This design comes from an exercise in tuning for small area, a short achievable clock period and few clock cycles on the open sky130 flow, not from production work. Function was not checked in any run shown here: the RTL went through the layout flow alone. Power and IR drop assume default switching activity.

File: flow/design.v
module convolution_core (
input clk,
input reset,
input upd,
input [3:0] upd_addr,
input [31:0] new_val,
input [31:0] old_val,
input [31:0] v8,
output [31:0] ret
);
	reg [31:0] acc_s, acc_c;
	reg        rst_q;    
	wire [31:0] v8s = {v8[28:0], 3'b0};
	wire [31:0] rs1 = acc_s ^ acc_c ^ v8;
	wire [31:0] rc1 = {(acc_s[30:0] & acc_c[30:0]) | (acc_s[30:0] & v8[30:0]) | (acc_c[30:0] & v8[30:0]), 1'b0};
	wire [31:0] rs2 = rs1 ^ rc1 ^ v8s;
	wire [31:0] rc2 = {(rs1[30:0] & rc1[30:0]) | (rs1[30:0] & v8s[30:0]) | (rc1[30:0] & v8s[30:0]), 1'b0};
	assign ret = rs2 + rc2;
	function [31:0] shl;
		input [31:0] x;
		input [1:0] s;
		case (s)
			2'd0: shl = x;
			2'd1: shl = {x[30:0], 1'b0};
			2'd2: shl = {x[29:0], 2'b0};
			default: shl = {x[28:0], 3'b0};
		endcase
	endfunction
	reg [4:0] w;
	always @(*) begin
		case (upd_addr)
			4'd0: w = 5'b00_0_00;    
			4'd1: w = 5'b00_0_01;    
			4'd2: w = 5'b11_0_10;    
			4'd3: w = 5'b00_0_10;    
			4'd4: w = 5'b10_0_10;    
			4'd5: w = 5'b10_1_10;    
			4'd6: w = 5'b11_0_11;    
			default: w = 5'b00_0_11;    
		endcase
	end
	wire en  = upd & ~rst_q;
	wire two = en & w[4];
	wire neg = w[3];
	wire [31:0] n2 = w[2] ? {new_val[30:0], 1'b0} : new_val;
	wire [31:0] t1 = en ? shl(new_val, w[1:0]) : 32'd0;
	wire [31:0] t2 = two ? (neg ? ~n2 : n2) : 32'd0;
	wire [31:0] o2 = w[2] ? {old_val[30:0], 1'b0} : old_val;
	wire [31:0] t3 = en ? ~shl(old_val, w[1:0]) : 32'd0;
	wire [31:0] t4 = two ? (neg ? o2 : ~o2) : 32'd0;
	wire k1 = two & neg;     
	wire k2 = en;            
	wire k3 = two & ~neg;    
	wire [31:0] xs = acc_s & {32{~rst_q}};
	wire [31:0] xc = acc_c & {32{~rst_q}};
	wire [31:0] sa = xs ^ xc ^ t1;
	wire [31:0] ca = {(xs[30:0] & xc[30:0]) | (xs[30:0] & t1[30:0]) | (xc[30:0] & t1[30:0]), k1};
	wire [31:0] sb = t2 ^ t3 ^ t4;
	wire [31:0] cb = {(t2[30:0] & t3[30:0]) | (t2[30:0] & t4[30:0]) | (t3[30:0] & t4[30:0]), k2};
	wire [31:0] sc = sa ^ ca ^ sb;
	wire [31:0] cc = {(sa[30:0] & ca[30:0]) | (sa[30:0] & sb[30:0]) | (ca[30:0] & sb[30:0]), k3};
	wire [31:0] sd = sc ^ cc ^ cb;
	wire [31:0] cd = {(sc[30:0] & cc[30:0]) | (sc[30:0] & cb[30:0]) | (cc[30:0] & cb[30:0]), 1'b0};
	always @(posedge clk) begin
		rst_q <= reset;
		acc_s <= sd;
		acc_c <= cd;
	end
endmodule
`timescale 1 ps / 1 ps
module chris_slave (
		input  wire [3:0]  avs_s0_address,
		input  wire        avs_s0_read,
		output wire [31:0] avs_s0_readdata,
		input  wire        avs_s0_write,
		input  wire [31:0] avs_s0_writedata,
		output wire        avs_s0_waitrequest,
		input  wire        clock_clk,
		input  wire        reset_reset,
		output wire        LEDR
	);
	wire [3:0]  a   = avs_s0_address;
	wire [31:0] wd  = avs_s0_writedata;
	wire        rst = reset_reset;
	wire        wr  = avs_s0_write;
	wire        rd  = avs_s0_read;
	reg  [31:0] v0, v1, v2, v3, v4, v5, v6, v7, v8;
	reg  [31:0] rdata;     
	reg  [31:0] dreg;      
	reg         wait_q;    
	reg         led_q;     
	reg         pv;        
	reg  [3:0]  pa;        
	assign avs_s0_readdata    = rdata;
	assign avs_s0_waitrequest = wait_q;
	assign LEDR               = led_q;
	wire [31:0] wdm = wd & {32{~rst}};
	always @(posedge clock_clk) begin
		if (rst | (wr && a == 4'd0)) v0 <= wdm;
		if (rst | (wr && a == 4'd1)) v1 <= wdm;
		if (rst | (wr && a == 4'd2)) v2 <= wdm;
		if (rst | (wr && a == 4'd3)) v3 <= wdm;
		if (rst | (wr && a == 4'd4)) v4 <= wdm;
		if (rst | (wr && a == 4'd5)) v5 <= wdm;
		if (rst | (wr && a == 4'd6)) v6 <= wdm;
		if (rst | (wr && a == 4'd7)) v7 <= wdm;
		if (rst | (wr && a == 4'd8)) v8 <= wdm;
	end
	wire [31:0] res;
	reg  [31:0] rmux;
	always @(*) begin
		case (a)
			4'd0: rmux = v0;
			4'd1: rmux = v1;
			4'd2: rmux = v2;
			4'd3: rmux = v3;
			4'd4: rmux = v4;
			4'd5: rmux = v5;
			4'd6: rmux = v6;
			4'd7: rmux = v7;
			4'd8: rmux = v8;
			4'd9: rmux = res;
			default: rmux = 32'hffffffff;
		endcase
	end
	always @(posedge clock_clk) begin
		rdata <= rmux;
		dreg  <= wd;
	end
	always @(posedge clock_clk) begin
		if (rst) begin
			wait_q <= 1'b0;
			led_q  <= 1'b0;
			pv     <= 1'b0;
			pa     <= 4'd0;
		end else begin
			if (wr && a == 4'd8) begin
				wait_q <= 1'b1;
				led_q  <= 1'b1;
			end else if (rd) begin
				if (wait_q) wait_q <= 1'b0;
				else        led_q  <= 1'b0;
			end
			pv <= wr && a[3] == 1'b0;
			pa <= a;
		end
	end
	convolution_core acc (
		.clk(clock_clk),
		.reset(rst),
		.upd(pv),
		.upd_addr(pa),
		.new_val(dreg),
		.old_val(rdata),
		.v8(v8),
		.ret(res)
	);
endmodule
File: flow/run.sh
#!/bin/bash
# synth_recipe.tcl (not shown) runs the flow's synth.tcl, then flattens the netlist and writes it again
# the make line also repeats each setting of config.mk as NAME=value (left out here)
make -C /OpenROAD-flow-scripts/flow DESIGN_CONFIG=/design/flow/config.mk WORK_HOME=/design/flow/orfs CLKGATE_MAP_FILE= SYNTH_SCRIPT=/design/flow/synth_recipe.tcl finish
File: flow/constraint.sdc
create_clock -name core_clock -period 6.0 [get_ports {clock_clk}]
set_input_delay 1.2000 -clock core_clock [delete_from_list [all_inputs] [get_ports {clock_clk}]]
set_output_delay 1.2000 -clock core_clock [all_outputs]
set_load 0.01 [all_outputs]
File: flow/config.mk
export PLATFORM = sky130hd
export DESIGN_NAME = chris_slave
export DESIGN_NICKNAME = chris_slave
export VERILOG_FILES = /design/flow/design.v
export SDC_FILE = /design/flow/constraint.sdc
export NUM_CORES = 4
export LEC_CHECK = 0
export ABC_CLOCK_PERIOD_IN_PS = 2500
export CAP_MARGIN = 20
export CORE_MARGIN = 2
export CORE_UTILIZATION = 40
export SETUP_SLACK_MARGIN = 3.4
export SLEW_MARGIN = 20
==> impl_metrics.csv, run 1 <==
group,metric,value,unit
run_status,status,"no timing/DRC/antenna violations",
global_route,grt-busiest-layer,"met2",
die,floorplan.initialDensity,40.4,%
timing,fmax,0.283,GHz
timing,slew_headroom,28.1,%
routing,wl_per_cell,26.9,microns
clock_tree,cts.sinks,423,
timing,setup_viol,0,
timing,final_hold_viol_count,0,
routing,routed_via_density,5.84,
power,internal_power,6.37,mW
setup_path,worstSetupStartpoint,"v8[9]$_DFFE_PP_",
clock_tree,cts_tree,"done",
layout,fin_nets,2402,
synthesis,syn_nets,2239,
setup_path,cp_slowest_cell,"fa_1",
global_route,grt_usage,25.9,%
synthesis,synth_edf_count,288,
die,fp.dieH,248,microns
setup_path,worstPathRequired,6.45,ns
setup_path,cp-end-kind,"flop",
timing,fin_crit,3.53,ns
layout,diodes,0,
clock_tree,cts_made_buffers,46,
routing,drt_first_iter_violations,2040,
clock_tree,root_buffer,"clkbuf_16",
global_route,grt_max_degree,63,
timing,clock_skew,0.0373,ns
clock_tree,insertion_delay,0.60,ns
die,coreArea,58900,sq um
synthesis,synth.top_cell.area_share,36.3,%
global_route,grt_pass1_wl,115000,microns
power,pwr-share-clk,30.7,%
die,fp.dieW,248,microns
setup_path,cp_common_cell,"fa_1",
routing,drtPass1Iterations,9,
global_route,use_met2,38.7,%
global_route,grt_util_met3,7.18,%
power,switching_share,32.9,%
timing,worstMarginPinSlew,1.08,ns
power,power_frac_comb,30.5,%
timing,fin_setup_tns,0,ns
synthesis,synth_ff_type,"edfxtp_1",
min_path,hold_class,"flop to flop",
die,fp-row-count,89,
synthesis,yosys.cell_types.count,78,
setup_path,worst-setup-path-type,"flop to flop",
setup_path,crit_path_max_incr_delay,0.54,ns
routing,vias,17300,
timing,hold_slack,0.475,ns
timing,slew_viol_final,0,
global_route,met1_usage,35.6,%
power,ir_drop,0.000216,V
global_route,first_global_vias,17400,
layout,final_common_cell,"edfxtp_1",
job,drv_cap,0,
power,p_per_area,316,nW/um^2
layout,syn_to_final_growth,26.2,%
setup_path,cp-start-kind,"flop",
power,p_leak,11.4,nW
die,ioPinCount,74,
routing,wl,79700,microns
power,p_switching,3.12,mW
clock_tree,clk_path_buf_depth,3,
placed_design,gp_congestion,0.860,
setup_path,critical_path.max_fanout,5,
layout,drive_above_1_share,24.9,%
setup_path,crit_chain,"fa_1, fa_1, ha_2, a21oi_2, o211ai_1, a221oi_2, buf_4, nand3_4, buf_6, a21boi_2, xor2_1, o21ai_1",
power,p_seq_share,38.8,%
synthesis,yosysTopAreaCell,"edfxtp_1",
global_route,antenna_found_initial,4,
routing,drcViolationCount,0,
min_path,min_from,"v0[7]$_DFFE_PP_",
routing,postRouteAntennaNets,0,
synthesis,ys_ff_latch,423,
die,die_area,61500,sq um
synthesis,seq_area_frac_synth,47.7,%
clock_tree,cts_htree_levels,2,
setup_path,r2r_start,"v8[9]$_DFFE_PP_",
placed_design,portBuffers,73,
synthesis,yosys-top-cells-area,"edfxtp_1 (36%), fa_1 (15%), dfxtp_1 (11%)",
synthesis,async_flop_share,0,%
synthesis,avgSynthCellArea,12.0,sq um
timing,finalCritPeriodShare,58.8,%
layout,final_cell_mix,"edfxtp_1 (288), inv_1 (150), fa_1 (144)",
placed_design,place_hpwl,47900,microns
setup_path,cp_data_arrival_time,3.98,ns
synthesis,syn_area,23800,sq um
clock_tree,clk_pin_slew,0.06,ns
timing,grt_setup_unrepaired,"yes",
synthesis,ys_warn_count,2,
global_route,grt-ovfl-total,0,
synthesis,netlist_instances,1984,
## routing by layer
layer  vias up  share of wire (%)  wire [microns]
li1       7409                  -               -
met1      8746                 41           32900
met2       944                 44           35100
met3       179                 11            8460
met4         8                3.7            2930
met5         -               0.28             225
## power groups by stage
stage	combinational [mW]	clock (mW)	sequential (mW)
after floorplan	1.57	0	3.60
after CTS	2.56	2.93	3.66
final	2.90	2.91	3.68
after global placement	2.15	0	3.73
after detailed placement	2.17	0	3.73
after global routing	3.10	3.05	3.70
## kinds of logic after synthesis
group                      Yosys count  synth area share, %
DFF                                423                 47.7
and+or+nand+nor                    420                 8.79
AOI/OAI and AO/OA                  404                 12.1
buffers and inverters              283                 4.86
adders and majority gates          215                 17.0
muxes                              144                 6.08
xor gates and xnor gates            95                 3.49
## cell usage after synthesis, types with 5 or more instances
library cell	n
nand2_1	117
nor3b_1	5
a221o_1	21
o211ai_1	12
a211oi_1	35
nand3_1	24
a2111oi_0	5
a21oi_1	102
mux2i_1	138
xor2_1	40
inv_1	167
edfxtp_1	288
buf_1	8
a22oi_1	34
clkbuf_1	57
o21bai_1	7
o21ai_0	53
mux2_2	6
and2_1	9
nor3_1	12
buf_2	42
nor2b_1	96
o2111ai_1	11
dfxtp_1	135
a21o_1	16
nand4_1	9
a222oi_1	19
nor2_1	105
a221oi_1	23
ha_1	33
nand2b_1	10
fa_1	182
o21ai_1	8
and3_1	8
xnor2_1	55
a22o_1	19
## cell type report
| type | instances | area [sq um] |
|---|---|---|
| clock buffer | 57 | 1270 |
| clock inverter | 29 | 280 |
| fill | 4963 | 28900 |
| inverter | 169 | 657 |
| multi-input combinational | 1290 | 13000 |
| sequential | 423 | 11500 |
| tap | 773 | 967 |
| timing repair buffer | 217 | 2460 |
## what timing repair did
item / 4_1_cts / 5_1_grt
pin swaps: 88 / 75
gates resized for setup: 217 / 142
endpoints found under the setup margin: 419 / 274
buffers inserted: 92 / 11
hold buffers: 0 / 0
gates cloned: 24 / 1
## critical path, delay by kind of cell, from the launching register on
kind / cells / cell delay [ns]
adder cells (fa/ha/maj): 3 / 1.35
AO/OA/AOI/OAI: 5 / 0.87
flip-flops: 1 / 0.52
buffers and inverters: 2 / 0.35
XOR/XNOR: 1 / 0.20
AND/OR/NAND/NOR: 1 / 0.09
## through the flow
step	setup WS [ns]	cell area [sq um]	cells	power (mW)	util [%]
after floorplan	2.81	24600	1984	5.18	-
after global placement	1.77	25800	2743	5.88	43.8
after detailed placement	1.64	25800	2744	5.89	43.9
after CTS	2.49	29300	2946	9.15	49.7
after global routing	2.36	30100	2958	9.85	51.0
final	2.47	30100	2958	9.49	51.0
## final timing paths
kind / end / slack, ns / depth (start not counted)
worst max-delay path: rdata[25]$_DFF_P_ / 2.47 / 12
worst min-delay path: rdata[7]$_DFF_P_ / 0.47 / 2
worst max register to register: rdata[25]$_DFF_P_ / 2.47 / 12
worst min register to register: rdata[7]$_DFF_P_ / 0.47 / 2
==> run 2: changes to the inputs <==
--- a/flow/design.v
+++ b/flow/design.v
@@ -5,17 +5,11 @@
 input [3:0] upd_addr,
 input [31:0] new_val,
 input [31:0] old_val,
-input [31:0] v8,
 output [31:0] ret
 );
 	reg [31:0] acc_s, acc_c;
 	reg        rst_q;    
-	wire [31:0] v8s = {v8[28:0], 3'b0};
-	wire [31:0] rs1 = acc_s ^ acc_c ^ v8;
-	wire [31:0] rc1 = {(acc_s[30:0] & acc_c[30:0]) | (acc_s[30:0] & v8[30:0]) | (acc_c[30:0] & v8[30:0]), 1'b0};
-	wire [31:0] rs2 = rs1 ^ rc1 ^ v8s;
-	wire [31:0] rc2 = {(rs1[30:0] & rc1[30:0]) | (rs1[30:0] & v8s[30:0]) | (rc1[30:0] & v8s[30:0]), 1'b0};
-	assign ret = rs2 + rc2;
+	assign ret = acc_s + acc_c;
 	function [31:0] shl;
 		input [31:0] x;
 		input [1:0] s;
@@ -36,7 +30,8 @@
 			4'd4: w = 5'b10_0_10;    
 			4'd5: w = 5'b10_1_10;    
 			4'd6: w = 5'b11_0_11;    
-			default: w = 5'b00_0_11;    
+			4'd7: w = 5'b00_0_11;    
+			default: w = 5'b10_0_11;    
 		endcase
 	end
 	wire en  = upd & ~rst_q;
@@ -88,6 +83,7 @@
 	reg  [31:0] rdata;     
 	reg  [31:0] dreg;      
 	reg         wait_q;    
+	reg         wait2;     
 	reg         led_q;     
 	reg         pv;        
 	reg  [3:0]  pa;        
@@ -130,18 +126,24 @@
 	always @(posedge clock_clk) begin
 		if (rst) begin
 			wait_q <= 1'b0;
+			wait2  <= 1'b0;
 			led_q  <= 1'b0;
 			pv     <= 1'b0;
 			pa     <= 4'd0;
 		end else begin
 			if (wr && a == 4'd8) begin
 				wait_q <= 1'b1;
+				wait2  <= 1'b0;
 				led_q  <= 1'b1;
 			end else if (rd) begin
-				if (wait_q) wait_q <= 1'b0;
-				else        led_q  <= 1'b0;
+				if (wait_q) begin
+					wait2 <= 1'b1;
+					if (wait2) wait_q <= 1'b0;
+				end else begin
+					led_q <= 1'b0;
+				end
 			end
-			pv <= wr && a[3] == 1'b0;
+			pv <= wr && (a[3] == 1'b0 || a == 4'd8);
 			pa <= a;
 		end
 	end
@@ -152,7 +154,6 @@
 		.upd_addr(pa),
 		.new_val(dreg),
 		.old_val(rdata),
-		.v8(v8),
 		.ret(res)
 	);
 endmodule
==> run 2 against run 1 <==
Net effect:
- synthesized cell count rose by 0.96%
- first-iteration DRC count is 1.9% higher
- global-route usage increased by 1.0 points
- count of clock-buffer cells in the layout down 1
- final cell count is 0.64% lower
- critical path depth is 2 lower
- sequential share of layout area is 2.1 points higher
- maximum frequency increased by 14%
- core utilization is 0.22 points lower
- highest routed layer is now met4
==> impl_metrics.csv, run 2 <==
group,metric,value,unit
power,internal_power,5.63,mW
synthesis,netlist_instances,2003,
synthesis,synth_common_cells,"edfxtp_1 (288), inv_1 (165), a21oi_1 (149)",
setup_path,cp-end-kind,"flop",
synthesis,synth_top_family_by_area,"compound AO/OA/AOI/OAI gates",
power,p_switching,2.24,mW
global_route,grt_util_met3,4.92,%
setup_path,cp_slowest_cell,"fa_1",
global_route,use_met2,43.7,%
synthesis,synth_mux_area_share,4.87,%
synthesis,synth_compound_area_share,14.8,%
layout,final_cell_mix,"edfxtp_1 (288), inv_1 (142), a21oi_1 (142)",
synthesis,syn_area,22800,sq um
synthesis,yosysTopAreaCell,"edfxtp_1",
global_route,grt_usage,26.9,%
clock_tree,clk_path_buf_depth,3,
routing,drcViolationCount,0,
synthesis,yosys-top-cells-area,"edfxtp_1 (38%), dfxtp_1 (12%), fa_1 (11%)",
setup_path,critPathTopFamily,"adder cells",
timing,final_hold_viol_count,0,
global_route,met1_usage,34.8,%
global_route,antenna_found_initial,4,
global_route,grt-ovfl-total,0,
die,fp.dieH,243,microns
setup_path,crit_path_max_incr_delay,0.52,ns
global_route,grt_max_degree,63,
routing,postRouteAntennaNets,0,
timing,clock_skew,0.0142,ns
routing,wl,80500,microns
layout,final_common_cell,"edfxtp_1",
routing,wl_per_cell,27.4,microns
synthesis,yosys.cell_types.count,67,
synthesis,synth_fa_ha_area_share,12.6,%
power,ir_drop,0.000200,V
timing,worstMarginPinSlew,0.987,ns
timing,hold_slack,0.476,ns
synthesis,avgSynthCellArea,11.4,sq um
timing,slew_headroom,34.0,%
setup_path,worstPathRequired,6.54,ns
synthesis,synth_edf_count,288,
power,p_seq_share,46.5,%
setup_path,worst-setup-path-type,"flop to flop",
global_route,grt-busiest-layer,"met2",
timing,grt_setup_unrepaired,"yes",
timing,finalCritPeriodShare,51.7,%
setup_path,cp-start-kind,"flop",
layout,syn_to_final_growth,25.5,%
die,floorplan.initialDensity,40.5,%
die,die_area,59000,sq um
placed_design,place_hpwl,45900,microns
clock_tree,cts_tree,"done",
synthesis,seq_area_frac_synth,50.0,%
routing,drtPass1Iterations,7,
placed_design,gp_congestion,0.917,
synthesis,synth.top_cell.area_share,37.9,%
clock_tree,clk_pin_slew,0.06,ns
layout,fillers,4856,
synthesis,async_flop_share,0,%
timing,setup_viol,0,
synthesis,synth_most_common_cell,"edfxtp_1",
global_route,first_global_vias,17600,
die,ioPinCount,74,
power,p_per_area,275,nW/um^2
synthesis,synth-simple-area-share,9.44,%
die,fp-row-count,87,
synthesis,synth_ff_type,"edfxtp_1",
power,switching_share,28.5,%
routing,routed_via_density,5.94,
setup_path,critical_path.max_fanout,8,
die,fp.dieW,243,microns
power,power_frac_comb,16.6,%
routing,vias,17500,
synthesis,ys_ff_latch,426,
synthesis,ys_warn_count,2,
placed_design,portBuffers,73,
clock_tree,root_buffer,"clkbuf_16",
global_route,grt_pass1_wl,118000,microns
clock_tree,cts_htree_levels,2,
clock_tree,cts_made_buffers,45,
power,pwr-share-clk,36.9,%
clock_tree,cts.sinks,426,
timing,fin_setup_tns,0,ns
synthesis,syn_nets,2198,
run_status,status,"no timing/DRC/antenna violations",
layout,drive_above_1_share,22.0,%
timing,slew_viol_final,0,
setup_path,crit_chain,"buf_12, buf_16, mux2i_1, o21ai_1, o221a_2, fa_1, inv_2, fa_1, inv_2, fa_2",
setup_path,cp_data_arrival_time,3.64,ns
clock_tree,insertion_delay,0.61,ns
timing,fin_crit,3.10,ns
layout,fin_nets,2341,
timing,fmax,0.323,GHz
layout,final_core_util,50.8,%
die,coreArea,56400,sq um
power,p_leak,10.7,nW
setup_path,cp_num_buf_inv,4,
clock_tree,hold_buffers,0,
routing,drt_first_iter_violations,2078,
synthesis,synth-xor-area-share,3.41,%
job,drv_cap,0,
min_path,hold_class,"flop to flop",
## run 2: cell types whose count changed after synthesis, moves of 10 or more
cell       delta
a211oi_1     -18
nand2_1      -23
o2111ai_1    -10
clkbuf_1     +42
a221o_1      -19
nor2b_1      +31
buf_2        -26
nor3_1       +11
a21oi_1      +47
o221a_2      +28
o21ai_0      +57
fa_1         -58
nor2_1       -10
mux2i_1      -37
## run 2: path summary, 6_finish.rpt
path | startpoint | end | slack (ns) | depth (start not counted)
max | flop | acc.acc_s[6]$_DFF_P_ | 2.90 | 10
min | wait2$_SDFFE_PP0P_ | wait2$_SDFFE_PP0P_ | 0.48 | 2
max reg2reg | flop | acc.acc_s[6]$_DFF_P_ | 2.90 | 10
min reg2reg | wait2$_SDFFE_PP0P_ | wait2$_SDFFE_PP0P_ | 0.48 | 2
## run 2: timing repair
item / in CTS / in global routing
pin swaps: 127 / 64
setup endpoints to repair: 420 / 128
setup buffers: 56 / 29
gates resized for setup: 277 / 115
gates cloned: 29 / 4
## run 2: kinds of logic (layout without fill, tap and decap cells)
kind of cell | Yosys count | after routing
other cells | 0 | 1
mux | 110 | 110
flops | 426 | 426
fa+ha+maj | 155 | 155
buf+inv | 296 | 467
simple gates | 425 | 427
compound gates | 502 | 508
xor+xnor | 89 | 89
## run 2: power groups by stage
stage | logic (mW) | registers [mW] | clock network, mW
2_1_floorplan | 0.715 | 3.59 | 0
3_3_place_gp | 1.04 | 3.70 | 0
3_5_place_dp | 1.06 | 3.70 | 0
4_1_cts | 1.23 | 3.64 | 2.92
5_1_grt | 1.41 | 3.68 | 3.05
6_report | 1.31 | 3.66 | 2.90
## run 2: cell type report
cell class	count	area, sq um	share of cell area, %
clock inverters	27	302	1.05
multi-input cells	1289	11200	39.2
inverters	166	637	2.22
repair buffers	218	2760	9.62
diodes	1	2.50	0.00874
flip-flops and latches	426	11500	40.2
well taps	756	946	3.30
clock buffers	56	1240	4.33
## run 2: worst register-to-register path, cell delays in order (launching register included)
cell and delay, ns:
dfxtp_4 0.48, buf_12 0.20, buf_16 0.17, mux2i_1 0.19
o21ai_1 0.07, o221a_2 0.27, fa_1 0.52, inv_2 0.04
fa_1 0.52, inv_2 0.05, fa_2 0.51
## run 2: layer usage
layer  share of wire [%]  up-vias
met4                 5.5        0
li1                    -     7500
met3                 8.9      226
met1                  39     8730
met5                   0        -
met2                  46     1015
## run 2: per-stage QoR
stage / setup WS (ns) / total power [mW] / instances / instance area, sq um
3_5_place_dp: 1.83 / 4.76 / 2737 / 24500
3_3_place_gp: 1.80 / 4.74 / 2736 / 24500
4_1_cts: 2.95 / 7.79 / 2905 / 28000
2_1_floorplan: 3.05 / 4.31 / 2003 / 23300
5_1_grt: 2.82 / 8.13 / 2938 / 28600
6_report: 2.90 / 7.87 / 2939 / 28600
==> run 3: changes to the inputs <==
--- a/flow/design.v
+++ b/flow/design.v
@@ -8,7 +8,6 @@
 output [31:0] ret
 );
 	reg [31:0] acc_s, acc_c;
-	reg        rst_q;    
 	assign ret = acc_s + acc_c;
 	function [31:0] shl;
 		input [31:0] x;
@@ -34,7 +33,7 @@
 			default: w = 5'b10_0_11;    
 		endcase
 	end
-	wire en  = upd & ~rst_q;
+	wire en  = upd & ~reset;
 	wire two = en & w[4];
 	wire neg = w[3];
 	wire [31:0] n2 = w[2] ? {new_val[30:0], 1'b0} : new_val;
@@ -46,8 +45,8 @@
 	wire k1 = two & neg;     
 	wire k2 = en;            
 	wire k3 = two & ~neg;    
-	wire [31:0] xs = acc_s & {32{~rst_q}};
-	wire [31:0] xc = acc_c & {32{~rst_q}};
+	wire [31:0] xs = acc_s & {32{~reset}};
+	wire [31:0] xc = acc_c & {32{~reset}};
 	wire [31:0] sa = xs ^ xc ^ t1;
 	wire [31:0] ca = {(xs[30:0] & xc[30:0]) | (xs[30:0] & t1[30:0]) | (xc[30:0] & t1[30:0]), k1};
 	wire [31:0] sb = t2 ^ t3 ^ t4;
@@ -57,7 +56,6 @@
 	wire [31:0] sd = sc ^ cc ^ cb;
 	wire [31:0] cd = {(sc[30:0] & cc[30:0]) | (sc[30:0] & cb[30:0]) | (cc[30:0] & cb[30:0]), 1'b0};
 	always @(posedge clk) begin
-		rst_q <= reset;
 		acc_s <= sd;
 		acc_c <= cd;
 	end
--- a/flow/config.mk
+++ b/flow/config.mk
@@ -9,5 +9,5 @@
 export CAP_MARGIN = 20
 export CORE_MARGIN = 2
 export CORE_UTILIZATION = 40
-export SETUP_SLACK_MARGIN = 3.4
+export SETUP_SLACK_MARGIN = 3.5
 export SLEW_MARGIN = 20
==> run 3 against run 2 <==
Net effect:
- largest cell class is now multi-input gates
- final cell count rose by 0.48%
- hold slack improved by 0.0099 ns
- die area rose by 0.79%
- total power is 2.0% lower
- count of clock-buffer cells in the layout increased by 7
- clock skew grew 0.0025 ns
- global-route usage down 1.7 points
- critical path type is now input pin to flop
- sequential power about the same
- combinational power shrank 3%
- still clean
- sequential share of layout area is 0.18 points higher
==> impl_metrics.csv, run 3 <==
group,metric,value,unit
timing,setup_viol,0,
layout,regArea,11500,sq um
clock_tree,root_buffer,"clkbuf_16",
synthesis,ys_warn_count,2,
layout,multi_input_area,11600,sq um
synthesis,netlist_instances,2037,
synthesis,avgSynthCellArea,11.3,sq um
layout,syn_to_final_growth,23.9,%
layout,final_cells,2953,
timing,slew_headroom,31.0,%
routing,drcViolationCount,0,
synthesis,async_flop_share,0,%
routing,vias,17200,
layout,final_core_util,50.4,%
power,ir_drop,0.000185,V
routing,wl_per_cell,25.6,microns
routing,wl,75700,microns
timing,finalCritPeriodShare,55.3,%
clock_tree,cts_made_buffers,46,
routing,drtPass1Iterations,6,
clock_tree,cts_htree_levels,2,
setup_path,cp-start-kind,"input pin",
timing,fin_setup_tns,0,ns
run_status,status,"no timing/DRC/antenna violations",
routing,drt_first_iter_violations,1736,
synthesis,synth_most_common_cell,"edfxtp_1",
setup_path,critical_path.max_fanout,5,
die,die_area,59500,sq um
clock_tree,insertion_delay,0.59,ns
synthesis,synth.top_cell.area_share,37.6,%
die,coreArea,56600,sq um
min_path,hold_class,"flop to flop",
synthesis,synth_edf_count,288,
synthesis,yosys-top-cells-area,"edfxtp_1 (38%), dfxtp_1 (12%), fa_1 (11%)",
global_route,antenna_found_initial,2,
global_route,grt-ovfl-total,0,
global_route,grt_max_degree,56,
synthesis,syn_area,23000,sq um
synthesis,yosys.cell_types.count,77,
timing,fin_crit,3.32,ns
clock_tree,hold_buffers,0,
power,p_leak,10.9,nW
placed_design,place_hpwl,45600,microns
die,fp.dieW,244,microns
synthesis,seq_area_frac_synth,49.5,%
setup_path,cp-end-kind,"flop",
clock_tree,clk_path_buf_depth,3,
routing,postRouteAntennaNets,0,
layout,diodes,0,
timing,fmax,0.301,GHz
die,ioPinCount,74,
layout,final_cell_mix,"edfxtp_1 (288), inv_1 (155), a21oi_1 (143)",
placed_design,portBuffers,73,
power,p_per_area,271,nW/um^2
placed_design,gp_congestion,0.891,
timing,clock_skew,0.0167,ns
clock_tree,cts_tree,"done",
clock_tree,cts.sinks,425,
synthesis,synth_ff_type,"edfxtp_1",
synthesis,synth_common_cells,"edfxtp_1 (288), inv_1 (168), a21oi_1 (152)",
layout,finalInstanceArea,28500,sq um
synthesis,ys_ff_latch,425,
placed_design,dp.cells,2778,
setup_path,worst-setup-path-type,"input pin to flop",
routing,routed_via_density,5.83,
layout,final_common_cell,"edfxtp_1",
synthesis,syn_nets,2232,
synthesis,yosysTopAreaCell,"edfxtp_1",
layout,drive_above_1_share,21.3,%
global_route,grt_usage,25.2,%
layout,fillers,4894,
die,floorplan.initialDensity,40.7,%
timing,slew_viol_final,0,
placed_design,dpl_cell_area,24600,sq um
setup_path,worstPathRequired,6.53,ns
clock_tree,clk_pin_slew,0.06,ns
die,fp.dieH,244,microns
die,fp-row-count,87,
timing,worstMarginPinSlew,1.03,ns
global_route,first_global_vias,17300,
layout,fin_nets,2355,
timing,final_hold_viol_count,0,
timing,grt_setup_unrepaired,"yes",
global_route,grt_pass1_wl,112000,microns
setup_path,cp_data_arrival_time,3.84,ns
job,drv_cap,0,
[run 3: routing by layer]
metal	track usage (%)	vias to the layer above	routed length (microns)
li1	-	7549	-
met1	32.5	8725	30300
met2	41.9	790	36500
met3	4.38	154	5910
met4	10.1	4	3010
met5	0	-	26
[run 3: area by class of cell]
class / instances / area share [%]
multi-input combinational: 1328 / 40.7
clock buffer: 63 / 4.33
sequential: 425 / 40.4
inverter: 168 / 2.37
timing repair buffer: 190 / 8.03
timing repair inverter: 1 / 0.0307
tap: 756 / 3.32
clock inverter: 22 / 0.803
[run 3: path summary, 6_finish.rpt]
kind,start,to,slack (ns),cells past startpoint
max reg2reg,pa[3]$_SDFF_PP0_,acc.acc_s[31]$_DFF_P_,2.73,13
min reg2reg,wait_q$_SDFFE_PP0P_,wait_q$_SDFFE_PP0P_,0.49,2
min,wait_q$_SDFFE_PP0P_,wait_q$_SDFFE_PP0P_,0.49,2
max,reset_reset,acc.acc_s[20]$_DFF_P_,2.68,13
[run 3: power breakdown]
| part | switching (mW) | internal [mW] |
|---|---|---|
| Combinational | 0.764 | 0.502 |
| Clock | 1.20 | 1.62 |
| Sequential | 0.203 | 3.43 |
[run 3: kinds of logic after synthesis]
group	share of synthesized area [%]
compound gates	14.8
simple gates	9.30
flops	49.5
buf+inv	5.01
fa+ha+maj	12.5
mux	5.51
xor+xnor	3.35
[run 3: timing repair]
action                                  in CTS  in global routing
endpoints found under the setup margin     421                199
resized for setup                          313                112
cloned                                      21                  2
setup buffers                               58                  9
pin swaps                                   46                 52
[run 3: worst max-delay path, cell delays in order]
cell and delay, ns:
buf_8 0.10, nor2b_4 0.13, bufinv_16 0.19, nor2_4 0.10
buf_12 0.13, buf_12 0.12, buf_4 0.12, buf_16 0.13
nand2_4 0.05, fa_1 0.49, fa_1 0.50, inv_1 0.06
fa_2 0.51
[run 3: through the flow]
stage	total power, mW	hold WS, ns	setup slack (ns)
3_3_place_gp	4.72	0.441	1.55
4_1_cts	7.66	0.488	2.71
6_report	7.71	0.486	2.68
2_1_floorplan	4.32	0.426	2.47
3_5_place_dp	4.75	0.451	1.39
5_1_grt	7.99	0.518	2.61
==> run 4: changes to the inputs <==
--- a/flow/config.mk
+++ b/flow/config.mk
@@ -5,9 +5,9 @@
 export SDC_FILE = /design/flow/constraint.sdc
 export NUM_CORES = 4
 export LEC_CHECK = 0
-export ABC_CLOCK_PERIOD_IN_PS = 2500
+export ABC_CLOCK_PERIOD_IN_PS = 2200
 export CAP_MARGIN = 20
 export CORE_MARGIN = 2
 export CORE_UTILIZATION = 40
-export SETUP_SLACK_MARGIN = 3.5
+export SETUP_SLACK_MARGIN = 3.8
 export SLEW_MARGIN = 20
==> run 4 against run 3 <==
Net effect:
- setup slack better by 0.056 ns
- sequential power about the same
- largest power group unchanged
- first-iteration DRC count rose by 22%
- final cell count rose by 6.3%
- critical path type unchanged
==> impl_metrics.csv, run 4 <==
group,metric,value,unit
layout,drive_above_1_share,32.8,%
routing,drt_first_iter_violations,2115,
timing,slew_headroom,38.5,%
synthesis,syn_nets,2232,
synthesis,async_flop_share,0,%
global_route,grt_pass1_wl,120000,microns
setup_path,cp_slowest_cell,"fa_2",
die,die_area,59500,sq um
synthesis,ys_warn_count,2,
setup_path,cp-end-kind,"flop",
layout,multi_input_area,12500,sq um
timing,hold_slack,0.443,ns
setup_path,crit_path_max_incr_delay,0.51,ns
clock_tree,insertion_delay,0.59,ns
timing,slew_viol_final,0,
routing,routed_via_density,5.86,
synthesis,synth_most_common_cell,"edfxtp_1",
synthesis,yosys-top-cells-area,"edfxtp_1 (38%), dfxtp_1 (12%), fa_1 (11%)",
layout,finalInstanceArea,31700,sq um
setup_path,cp.depth,13,
setup_path,cp_num_buf_inv,7,
setup_path,cp-start-kind,"input pin",
job,drv_cap,0,
clock_tree,clk_path_buf_depth,3,
setup_path,cp_common_cell,"buf_12",
setup_path,reg2reg_depth,9,
global_route,grt_max_degree,44,
die,coreArea,56600,sq um
layout,final_common_cell,"edfxtp_1",
power,p_per_area,260,nW/um^2
timing,finalCritPeriodShare,54.4,%
min_path,hold_depth,2,
die,ioPinCount,74,
timing,clock_skew,0.0160,ns
synthesis,seq_area_frac_synth,49.5,%
clock_tree,cts_made_buffers,45,
setup_path,critPathTopFamily,"adder cells",
synthesis,synth_edf_count,288,
routing,drtPass1Iterations,6,
layout,fillers,4517,
routing,vias,18400,
routing,drcViolationCount,0,
global_route,grt_usage,27.0,%
routing,wl,84200,microns
placed_design,dpl_cell_area,25000,sq um
timing,final_hold_viol_count,0,
synthesis,ys_ff_latch,425,
synthesis,yosysTopAreaCell,"edfxtp_1",
timing,worstMarginPinSlew,0.921,ns
layout,syn_to_final_growth,37.9,%
synthesis,avgSynthCellArea,11.3,sq um
min_path,hold_class,"flop to flop",
layout,final_cell_mix,"edfxtp_1 (288), inv_1 (155), buf_4 (150)",
synthesis,yosys.cell_types.count,77,
clock_tree,cts_tree,"done",
routing,postRouteAntennaNets,0,
layout,fin_nets,2538,
placed_design,portBuffers,73,
die,fp-row-count,87,
timing,setup_viol,0,
timing,grt_setup_unrepaired,"yes",
die,fp.dieH,244,microns
placed_design,place_hpwl,45600,microns
power,ir_drop,0.000198,V
run_status,status,"no timing/DRC/antenna violations",
synthesis,synth_ff_type,"edfxtp_1",
layout,regArea,11500,sq um
setup_path,critical_path.max_fanout,5,
setup_path,crit_chain,"buf_16, nor2b_4, buf_12, inv_12, nor2_4, buf_6, buf_12, buf_12, nand2_4, fa_1, fa_1, inv_1, fa_2",
clock_tree,hold_buffers,0,
setup_path,worstPathRequired,6.53,ns
power,p_leak,12.2,nW
die,floorplan.initialDensity,40.7,%
clock_tree,root_buffer,"clkbuf_16",
global_route,first_global_vias,18400,
clock_tree,clk_pin_slew,0.06,ns
timing,fin_setup_tns,0,ns
clock_tree,cts.sinks,425,
die,fp.dieW,244,microns
setup_path,worst-setup-path-type,"input pin to flop",
synthesis,synth.top_cell.area_share,37.6,%
global_route,grt-ovfl-total,0,
synthesis,netlist_instances,2037,
setup_path,cp_data_arrival_time,3.79,ns
timing,fmax,0.307,GHz
synthesis,synth_common_cells,"edfxtp_1 (288), inv_1 (168), a21oi_1 (152)",
routing,wl_per_cell,26.8,microns
timing,fin_crit,3.26,ns
clock_tree,cts_htree_levels,2,
global_route,antenna_found_initial,4,
synthesis,syn_area,23000,sq um
placed_design,gp_congestion,0.881,
## run 4: cell count changes in the layout (fill, tap and decap cells not counted), moves of 13 or more
cell,change
a221oi_1,-14
nand2_2,+13
buf_6,+76
buf_12,+34
o21ai_0,-21
buf_4,+91
dlygate4sd2_1,-27
mux2i_1,-14
nand2_4,-13
o21ai_1,+16
## run 4: what timing repair did
action                                  CTS  global route
resized for setup                       552           161
buffers inserted                        176            57
pin swaps                                98            84
gates cloned                             33            10
endpoints found under the setup margin  639           331
hold endpoints to repair                  0             0
## run 4: final timing paths
check / start / to / slack (ns)
min reg2reg: v8[0]$_DFFE_PP_ / rdata[0]$_DFF_P_ / 0.44
min: v8[0]$_DFFE_PP_ / rdata[0]$_DFF_P_ / 0.44
max: reset_reset / acc.acc_s[5]$_DFF_P_ / 2.74
max reg2reg: pa[3]$_SDFF_PP0_ / acc.acc_s[1]$_DFF_P_ / 2.81
## run 4: tightest hold or removal path: cells and delay by family (launching register included)
kind             cells  cell delay, ns
flip-flops           1            0.32
AND/OR/NAND/NOR      2            0.10
## run 4: cells by family (layout without fill, tap and decap cells)
family,after synthesis,in the layout,synth area share [%]
simple gates,440,455,9.30
other cells,0,3,0
compound gates,512,512,14.8
buf+inv,291,619,5.01
xor+xnor,88,88,3.35
flops,425,425,49.5
mux,126,126,5.51
fa+ha+maj,155,155,12.5
## run 4: through the flow
step | std cells | power (mW) | setup WS [ns] | util [%]
detailed placement | 2776 | 4.78 | 1.25 | 44.1
global placement | 2776 | 4.75 | 1.40 | 44.1
finish | 3139 | 8.25 | 2.74 | 56.1
CTS | 3069 | 8.07 | 2.81 | 53.4
global route | 3136 | 8.51 | 2.68 | 56.0
floorplan | 2037 | 4.36 | 2.47 | -
## run 4: routing by layer
metal	up-vias	share of wire (%)	track usage, %
met5	-	0	0
met4	0	4.9	11.8
met3	247	8.6	5.21
met2	1011	48	44.9
met1	9231	38	34.4
li1	7915	-	-
## run 4: cell type report
| type | instances | area share [%] |
|---|---|---|
| Sequential cell | 425 | 36.4 |
| Clock buffer | 55 | 3.73 |
| Antenna cell | 3 | 0.0237 |
| Multi-Input combinational cell | 1336 | 39.4 |
| Timing Repair Buffer | 366 | 14.1 |
| Inverter | 168 | 2.15 |
| Tap cell | 756 | 2.98 |
| Timing Repair inverter | 1 | 0.0355 |
| Clock inverter | 29 | 1.19 |
## run 4: where the power goes
group / switching (mW) / total [mW] / internal (mW)
clock network: 1.24 / 3.00 / 1.76
registers: 0.206 / 3.63 / 3.43
logic: 0.893 / 1.62 / 0.724

[port drivers added, routing unchanged]
Ports are ideal in the flow. The routed layouts listed here were re-timed in OpenROAD.
Step 1: set_driving_cell puts a clkbuf_16 on clock_clk and a buf_2 on each other input, an assumption about the parent block.
Step 2 adds t to the input delays and takes it off the output delays; t is the mean of the earliest and latest rising clock arrival at the registers after step 1. Input paths then give back, and output paths get back, about the clock's delay inside the block.
Slacks: no drivers / after step 1 / after step 2; pairs: no drivers / after step 1.
| run | shift t [ns] | setup slack, ns | hold WS [ns] | worst setup path at the end | worst register clock-pin slew, ns |
|---|---|---|---|---|---|
| run 1 | 0.633 | 2.470 / 2.470 / 2.466 | 0.475 / 0.475 / 0.475 | input to register | 0.07 / 0.07 |
| run 2 | 0.659 | 2.900 / 2.900 / 2.630 | 0.476 / 0.476 / 0.476 | input to register | 0.07 / 0.07 |
| run 3 | 0.644 | 2.683 / 2.703 / 2.059 | 0.486 / 0.486 / 0.486 | input to register | 0.07 / 0.07 |
| run 4 | 0.646 | 2.738 / 2.647 / 2.001 | 0.443 / 0.443 / 0.443 | input to register | 0.07 / 0.07 |
After both steps every run listed still meets setup and hold. For run 4, which loses most, drivers alone change the setup slack by -0.091 ns; drivers and shift together by -0.737 ns.
